What follows belongs to an exercise in optimizing a design on an open flow for small area; a production flow would make more cautious choices.
The RTL was checked by simulation tests, not by an equivalence proof against the original design.

== wip/nickel ==
// cordic
module cordic(input clk,
              input signed [7:0] x_in,
              input signed [7:0] y_in,
              output signed [31:0] r,
              output signed [31:0] phi,
              output signed [31:0] dummy1,
              output signed [31:0] dummy2,
              output signed [31:0] dummy3);
make LEC_CHECK=0 CAP_MARGIN=20 CORE_MARGIN=2 CORE_UTILIZATION=40 CTS_BUF_LIST='sky130_fd_sc_hd__clkbuf_2 sky130_fd_sc_hd__clkbuf_4 sky130_fd_sc_hd__clkbuf_8' SLEW_MARGIN=20 finish   # period 10.0 ns
run.sh (not shown) runs the stock make flow with config.mk's settings and CLKGATE_MAP_FILE= SYNTH_SCRIPT=/design/flow/synth_recipe.tcl, a recipe that flattens the netlist after the stock synthesis.
diff inputs: wip/nickel => wip/xenon
# wip/nickel
export LEC_CHECK = 0
export CAP_MARGIN = 20
export CORE_MARGIN = 2
export CORE_UTILIZATION = 40
export CTS_BUF_LIST = sky130_fd_sc_hd__clkbuf_2 sky130_fd_sc_hd__clkbuf_4 sky130_fd_sc_hd__clkbuf_8
export SLEW_MARGIN = 20
create_clock -name core_clock -period 10.0 [get_ports {clk}]
# wip/xenon
export LEC_CHECK = 0
export CAP_MARGIN = 20
export CORE_MARGIN = 2
export CORE_UTILIZATION = 40
export CTS_BUF_LIST = sky130_fd_sc_hd__clkbuf_4
export SLEW_MARGIN = 20
create_clock -name core_clock -period 10.0 [get_ports {clk}]
Notes after the runs:
Relative to wip/nickel, the detailed-routed wire length on met3 measured on wip/xenon has increased by a few percent. Delta (wip/xenon minus wip/nickel): number of cells on the critical path flat, sequential share of cell area saw little to no change. When wip/xenon is set beside wip/nickel, its count of clock-buffer cells in the layout turns out to be 45% larger. The run showing the smaller fraction of area in clock buffers and inverters is wip/xenon. The first-pass GRT wire length reported for wip/xenon is greater than that of wip/nickel by about 0.3%. On share of the cycle needed by the critical path after routing, the lower figure sits with wip/xenon, not wip/nickel. Between wip/xenon and wip/nickel, the share of the final layout cell area in multi-input gates figures differ only marginally.


Setup of main:
Another version of the RTL of cordic (not shown whole).
Size in the first run: about 180 I/O pins.
==> flow/config.mk <==
export PLATFORM = sky130hd
export DESIGN_NAME = cordic
export DESIGN_NICKNAME = cordic
export VERILOG_FILES = /design/flow/design.v
export SDC_FILE = /design/flow/constraint.sdc
export NUM_CORES = 4
export LEC_CHECK = 0
export CAP_MARGIN = 20
export CORE_MARGIN = 2
export CORE_UTILIZATION = 40
export CTS_BUF_LIST = sky130_fd_sc_hd__clkbuf_16
export CTS_CLUSTER_DIAMETER = 80
export CTS_CLUSTER_SIZE = 30
export SLEW_MARGIN = 20
==> flow/constraint.sdc <==
create_clock -name core_clock -period 10.0 [get_ports {clk}]
set_input_delay 2.0000 -clock core_clock [delete_from_list [all_inputs] [get_ports {clk}]]
set_output_delay 2.0000 -clock core_clock [all_outputs]
set_load 0.01 [all_outputs]
standard.sh (not shown) runs the stock make flow with config.mk's settings and CLKGATE_MAP_FILE= SYNTH_SCRIPT=/design/flow/synth_recipe.tcl, a recipe that flattens the netlist after the stock synthesis.
==> flow/flow/run.sh <==
#!/bin/bash
set -euo pipefail
export BUFFER_PORTS_ARGS="-buffer_cell sky130_fd_sc_hd__buf_1"
export CTS_ARGS="-sink_clustering_enable -repair_clock_nets -dont_use_dummy_load -buf_list sky130_fd_sc_hd__clkbuf_16 -sink_clustering_size 30 -sink_clustering_max_diameter 80"
bash standard.sh > standard_flow.log 2>&1
Edits applied to the flow inputs when going from main to the feature branch:
==> flow/flow/run.sh <==
#!/bin/bash
set -euo pipefail
export BUFFER_PORTS_ARGS="-buffer_cell sky130_fd_sc_hd__buf_1"
export CTS_ARGS="-sink_clustering_enable -repair_clock_nets -dont_use_dummy_load -buf_list sky130_fd_sc_hd__clkbuf_16 -sink_clustering_size 35 -sink_clustering_max_diameter 80"
bash standard.sh > standard_flow.log 2>&1
Notes after the runs:
Having completed the whole flow, the feature branch delivered a layout that passed the timing, DRC and antenna checks.
The final layout from main, which completed every stage, passed the timing, DRC and antenna checks at the end of the flow.
The feature branch vs. main: total routed wire length on the met1 layer dropped about 0.3%.
Min clock buffer instance count of the final layout across main and the feature branch: the feature branch
Timing-limited maximum frequency across main and the feature branch: no real change.
Compared the feature branch against main; aggregate global-route resource usage within noise.
The feature branch has less setup slack than main.
Final cell count without fillers: the feature branch vs main — no meaningful difference
| endpoint required time on the critical path | the feature branch vs main | 0.02 ns lower |
In the flow results for main and the feature branch, the minimum clock period is larger on the feature branch.

-- port drivers added, routing unchanged --
The flow's constraints put no driver on any port. The routed layouts listed below were extracted and timed again, unchanged, in two steps. Step 1 (the two cells are an assumption about what drives the block):
set clk [get_ports {clk}]
set_driving_cell -lib_cell sky130_fd_sc_hd__clkbuf_16 $clk
set_driving_cell -lib_cell sky130_fd_sc_hd__buf_2 [delete_from_list [all_inputs] $clk]
Step 2 moves the port delays by t, midway between the first and last clock arrival at a register: inputs arrive t later, outputs are due t later. That takes back most of the time a late clock gives input paths. Three values: no drivers, after step 1, after step 2; two values: the first two.
run | t, ns | slack for setup (ns) | hold WS [ns] | latest minus earliest clock arrival (ns)
wip/nickel | 0.818 | 1.161 / 1.161 / 1.161 | 0.304 / 0.304 / 0.304 | 0.047 / 0.048
wip/xenon | 1.098 | 1.196 / 1.196 / 1.196 | 0.300 / 0.300 / 0.300 | 0.076 / 0.076
main | 0.645 | 0.429 / 0.429 / 0.429 | 0.322 / 0.322 / 0.322 | 0.060 / 0.059
the feature branch | 0.648 | 0.422 / 0.422 / 0.422 | 0.300 / 0.300 / 0.300 | 0.108 / 0.109
After both steps setup and hold are still met in every run listed.
